Background: an optimization exercise with open tools, aiming at small area. Do not read the settings as production practice.
Function was checked by simulation only, so behaviour that the tests miss may differ from the original.
No driver is modelled on the clock port, so clocking that relies on it looks cheaper here than on a real chip.

the reference run:
## snake_game
module snake_game(
    input clk,
    input resetButton,
    input palette,
    input step,
    input up, down, left, right,
    output [3:0]r,
    output [3:0]g,
    output [3:0]b,
    output vsync,
    output hsync,
    output [7:0]anode,
    output wire A,
    output wire B,
    output wire C,
    output wire D,
    output wire E,
    output wire F,
    output wire G,
    output wire [7:0] score_cnt
    );
export LEC_CHECK = 0
export CAP_MARGIN = 0
export CORE_MARGIN = 2
export CORE_UTILIZATION = 40
export GPL_TIMING_DRIVEN = 0
export PLACE_DENSITY = 0.6
export SLEW_MARGIN = 0
export SYNTH_HIERARCHICAL = 1
create_clock -name core_clock -period 20.0 [get_ports {clk}]
standard.sh (not shown) runs the stock make flow with config.mk's settings and CLKGATE_MAP_FILE= SYNTH_SCRIPT=/design/flow/synth_recipe.tcl, a recipe that flattens the netlist after the stock synthesis.
==> flow/flow/run.sh <==
#!/bin/bash
# Layout flow: the standard ORFS flow (standard.sh), with these changes:
#  - ABC maps the logic with an area-oriented script (Yosys, registers and
#    everything else in synthesis unchanged);
#  - ports are buffered with sky130_fd_sc_hd__buf_1;
#  - clock tree: clkbuf_8 buffers in clusters of up to 40 flip-flops, no dummy loads.
# Each tool's output goes to orfs/logs/ as usual; make's output to flow.log.
set -euo pipefail
W=$(pwd)
rm -rf "$W/scripts"
cp -r "$FLOW_HOME/scripts" "$W/scripts"
cat > "$W/scripts/abc_speed.script" <<'ABC'
&get -n
&st
&syn2
&dch
&nf -R 1000 -p
&st
&syn2
&dch
&nf -R 1000 -p
&put
ABC
export SCRIPTS_DIR="$W/scripts"
export BUFFER_PORTS_ARGS="-buffer_cell sky130_fd_sc_hd__buf_1"
export CTS_ARGS="-sink_clustering_enable -repair_clock_nets -dont_use_dummy_load -buf_list sky130_fd_sc_hd__clkbuf_8 -sink_clustering_size 40 -sink_clustering_max_diameter 150"
bash standard.sh > "$W/flow.log" 2>&1
The reference run completed; timing, DRC and antenna clean
diff inputs: the reference run => the trial run
- changing SLEW_MARGIN from 0 to 20
- changing CAP_MARGIN from 0 to 20
--- a/flow/flow/run.sh
+++ b/flow/flow/run.sh
@@ -4,5 +4,5 @@
 #    everything else in synthesis unchanged);
 #  - ports are buffered with sky130_fd_sc_hd__buf_1;
-#  - clock tree: clkbuf_8 buffers in clusters of up to 40 flip-flops, no dummy loads.
+#  - clock tree: clkbuf_8 buffers in clusters of up to 25 flip-flops, no dummy loads.
 # Each tool's output goes to orfs/logs/ as usual; make's output to flow.log.
 set -euo pipefail
@@ -24,4 +24,4 @@
 export SCRIPTS_DIR="$W/scripts"
 export BUFFER_PORTS_ARGS="-buffer_cell sky130_fd_sc_hd__buf_1"
-export CTS_ARGS="-sink_clustering_enable -repair_clock_nets -dont_use_dummy_load -buf_list sky130_fd_sc_hd__clkbuf_8 -sink_clustering_size 40 -sink_clustering_max_diameter 150"
+export CTS_ARGS="-sink_clustering_enable -repair_clock_nets -dont_use_dummy_load -buf_list sky130_fd_sc_hd__clkbuf_8 -sink_clustering_size 25 -sink_clustering_max_diameter 80"
 bash standard.sh > "$W/flow.log" 2>&1
[summary]
Summary: fmax, the trial run better than the reference run
The trial run vs. the reference run: fraction of met2 tracks used by global routing went down by 0.30 points.
Non-clock buffer count was lower in the reference run than in the trial run.
Relative to the reference run, via count increased by 1.0% in the trial run.
Setup slack: the trial run more than the reference run
Taking the reference run as the reference, in the trial run routed metal-1 wire length closely matched the old numbers.

========
oak:
Another version of the RTL of snake_game (not shown whole).
Size in the first run: ~1400 cells after synthesis, roughly 130 flip-flops, about 11000 um2 of cells after synthesis.
==> flow/design.v (excerpt) <==
module snake_game(
    input clk,
    input resetButton,
    input palette,
    input step,
    input up, down, left, right,
    output [3:0]r,
    output [3:0]g,
    output [3:0]b,
    output vsync,
    output hsync,
    output [7:0]anode,
    output wire A,
    output wire B,
    output wire C,
    output wire D,
    output wire E,
    output wire F,
    output wire G,
    output wire [7:0] score_cnt
    );
==> flow/config.mk <==
export PLATFORM = sky130hd
export DESIGN_NAME = snake_game
export DESIGN_NICKNAME = snake_game
export VERILOG_FILES = /design/flow/design.v
export SDC_FILE = /design/flow/constraint.sdc
export NUM_CORES = 4
export LEC_CHECK = 0
export CAP_MARGIN = 0
export CORE_MARGIN = 2
export CORE_UTILIZATION = 72
export GPL_TIMING_DRIVEN = 0
export PLACE_DENSITY = 0.88
export SLEW_MARGIN = 0
export SYNTH_HIERARCHICAL = 1
==> flow/constraint.sdc <==
create_clock -name core_clock -period 20.0 [get_ports {clk}]
set_input_delay 4.0000 -clock core_clock [delete_from_list [all_inputs] [get_ports {clk}]]
set_output_delay 4.0000 -clock core_clock [all_outputs]
set_load 0.01 [all_outputs]
==> flow/flow/run.sh <==
#!/bin/bash
# Layout flow: the standard ORFS flow (standard.sh), with these changes:
#  - ABC maps the logic with an area-oriented script (Yosys, registers and
#    everything else in synthesis unchanged);
#  - ports are buffered with sky130_fd_sc_hd__buf_1;
#  - clock tree: clkbuf_8 buffers in clusters of up to 25 flip-flops, no dummy loads.
# Each tool's output goes to orfs/logs/ as usual; make's output to flow.log.
set -euo pipefail
W=$(pwd)
rm -rf "$W/scripts"
cp -r "$FLOW_HOME/scripts" "$W/scripts"
cat > "$W/scripts/abc_speed.script" <<'ABC'
&get -n
&st
&syn2
&dch -f
&nf -R 1000 -p
&st
&syn4
&dch -f
&nf -R 1000 -p
&st
&syn4
&dch -f
&nf -R 1000 -p
&put
ABC
export SCRIPTS_DIR="$W/scripts"
export BUFFER_PORTS_ARGS="-buffer_cell sky130_fd_sc_hd__buf_1"
export CTS_ARGS="-sink_clustering_enable -repair_clock_nets -dont_use_dummy_load -buf_list sky130_fd_sc_hd__clkbuf_8 -sink_clustering_size 25 -sink_clustering_max_diameter 80"
bash standard.sh > "$W/flow.log" 2>&1
oak finished end to end and its layout was clean on timing, DRC and antenna.
### oak -> pine
- PLACE_DENSITY now 0.75, was 0.88
- CORE_UTILIZATION now 60, was 72
### Flow results
- pine vs oak: final-layout fill cell count up by more than half
- | wire length | pine vs oak | about 3% lower |
- Between pine and oak, it is pine whose fmax is higher, by about 2.2%.

========
snake_game, a different RTL version from the one above (not shown whole).
Size in the first run: ~130 flip-flops, about 11,000 µm² of cells after synthesis.
==> flow/config.mk <==
export PLATFORM = sky130hd
export DESIGN_NAME = snake_game
export DESIGN_NICKNAME = snake_game
export VERILOG_FILES = /design/flow/design.v
export SDC_FILE = /design/flow/constraint.sdc
export NUM_CORES = 4
export LEC_CHECK = 0
export CAP_MARGIN = 0
export CORE_MARGIN = 2
export CORE_UTILIZATION = 72
export GPL_TIMING_DRIVEN = 0
export PLACE_DENSITY = 0.88
export SLEW_MARGIN = 0
export SYNTH_HIERARCHICAL = 1
==> flow/constraint.sdc <==
create_clock -name core_clock -period 20.0 [get_ports {clk}]
set_input_delay 4.0000 -clock core_clock [delete_from_list [all_inputs] [get_ports {clk}]]
set_output_delay 4.0000 -clock core_clock [all_outputs]
set_load 0.01 [all_outputs]
==> flow/flow/run.sh <==
#!/bin/bash
# Layout flow: the standard ORFS flow (standard.sh), with these changes:
#  - ABC maps the logic with an area-oriented script (Yosys, registers and
#    everything else in synthesis unchanged);
#  - ports are buffered with sky130_fd_sc_hd__buf_1;
#  - clock tree: clkbuf_8 buffers, no dummy loads; after CTS, clock buffers
#    that drive only flip-flops, at most 8 of them, become clkbuf_4.
# Each tool's output goes to orfs/logs/ as usual; make's output to flow.log.
set -euo pipefail
W=$(pwd)
rm -rf "$W/scripts"
cp -r "$FLOW_HOME/scripts" "$W/scripts"
cat > "$W/scripts/abc_speed.script" <<'ABC'
&get -n
&st
&syn2
&dch -f
&nf -R 1000 -p -F 16 -A 16 -C 32
&st
&syn4
&dch -f
&nf -R 1000 -p -F 16 -A 16 -C 32
&st
&syn4
&dch -f
&nf -R 1000 -p -F 16 -A 16 -C 32
&put
ABC
export SCRIPTS_DIR="$W/scripts"
export BUFFER_PORTS_ARGS="-buffer_cell sky130_fd_sc_hd__buf_1"
export CTS_ARGS="-sink_clustering_enable -repair_clock_nets -dont_use_dummy_load -buf_list sky130_fd_sc_hd__clkbuf_8"
cat > "$W/post_cts.tcl" <<'TCL'
# Downsize lightly loaded leaf clock buffers.
foreach inst [[ord::get_db_block] getInsts] {
  if {[string match "clkbuf_*" [$inst getName]] && [[$inst getMaster] getName] eq "sky130_fd_sc_hd__clkbuf_8"} {
    set net [[$inst findITerm X] getNet]
    set leaf 1
    set n 0
    foreach it [$net getITerms] {
      if {[$it isOutputSignal]} continue
      incr n
      if {![string match "*df*" [[[$it getInst] getMaster] getName]]} { set leaf 0 }
    }
    if {$leaf && $n <= 8} {
      puts "post_cts: [$inst getName] drives $n flip-flops, now clkbuf_4"
      replace_cell [$inst getName] sky130_fd_sc_hd__clkbuf_4
    }
  }
}
TCL
export POST_CTS_TCL="$W/post_cts.tcl"
bash standard.sh > "$W/flow.log" 2>&1
Edit:
--- a/flow/flow/run.sh
+++ b/flow/flow/run.sh
@@ -16,13 +16,13 @@
 &syn2
 &dch -f
-&nf -R 1000 -p -F 16 -A 16 -C 32
+&nf -R 1000 -p -F 8 -A 8
 &st
 &syn4
 &dch -f
-&nf -R 1000 -p -F 16 -A 16 -C 32
+&nf -R 1000 -p -F 8 -A 8
 &st
 &syn4
 &dch -f
-&nf -R 1000 -p -F 16 -A 16 -C 32
+&nf -R 1000 -p -F 8 -A 8
 &put
 ABC
Effect:
- design area grows by 0.42%
- global-route usage came out lower by 0.53 points
- hold slack hardly moves
- routed wire length goes down by 2.6%
Edit:
==> flow/flow/run.sh (replaced) <==
#!/bin/bash
# Layout flow: the standard ORFS flow (standard.sh), with these changes:
#  - ABC maps the logic with an area-oriented script (Yosys, registers and
#    everything else in synthesis unchanged);
#  - ports are buffered with sky130_fd_sc_hd__buf_1;
#  - clock tree: clkbuf_8 buffers in clusters of up to 25 flip-flops, no dummy loads.
# Each tool's output goes to orfs/logs/ as usual; make's output to flow.log.
set -euo pipefail
W=$(pwd)
rm -rf "$W/scripts"
cp -r "$FLOW_HOME/scripts" "$W/scripts"
cat > "$W/scripts/abc_speed.script" <<'ABC'
&get -n
&st
&syn2
&dch -f
&nf -R 1000 -p -F 8 -A 8
&st
&syn4
&dch -f
&nf -R 1000 -p -F 8 -A 8
&st
&syn4
&dch -f
&nf -R 1000 -p -F 8 -A 8
&put
ABC
export SCRIPTS_DIR="$W/scripts"
export BUFFER_PORTS_ARGS="-buffer_cell sky130_fd_sc_hd__buf_1"
export CTS_ARGS="-sink_clustering_enable -repair_clock_nets -dont_use_dummy_load -buf_list sky130_fd_sc_hd__clkbuf_8 -sink_clustering_size 25 -sink_clustering_max_diameter 80"
bash standard.sh > "$W/flow.log" 2>&1
The new run passed the timing, DRC and antenna checks.
Design area came out higher by 0.59%.
Worst hold slack is worse by 0.032 ns.
Setup slack is worse by 0.0050 ns.
Synthesized cell count is unchanged.

[what the ideal ports hide]
How much do the figures lean on ideal ports? The routed layouts below were timed once more, with nothing changed but the port constraints.
Step 1: set_driving_cell puts a clkbuf_16 on clk and a buf_2 on each other input, an assumption about the parent block.
Step 2 times the ports against the registers' clock, not the clock port: input delays grow and output delays shrink by t, the midpoint of the rising clock arrivals with the driver on.
Slacks: ideal ports / drivers / drivers and shift; pairs: ideal ports / drivers.
run | t (ns) | setup WS [ns] | worst data-port slew with drivers (ns)
the reference run | 0.497 | 5.384 / 5.384 / 5.384 | 0.07
the trial run | 0.497 | 5.514 / 5.514 / 5.514 | 0.07
oak | 0.490 | 4.975 / 4.975 / 4.975 | 0.05
pine | 0.475 | 5.298 / 5.298 / 5.298 | 0.05
the first run of note 3 | 0.475 | 9.227 / 9.227 / 9.227 | 0.06
the second run of note 3 | 0.461 | 9.299 / 9.299 / 9.299 | 0.06
the third run of note 3 | 0.482 | 9.294 / 9.294 / 9.294 | 0.06
After both steps every run listed still meets setup and hold.
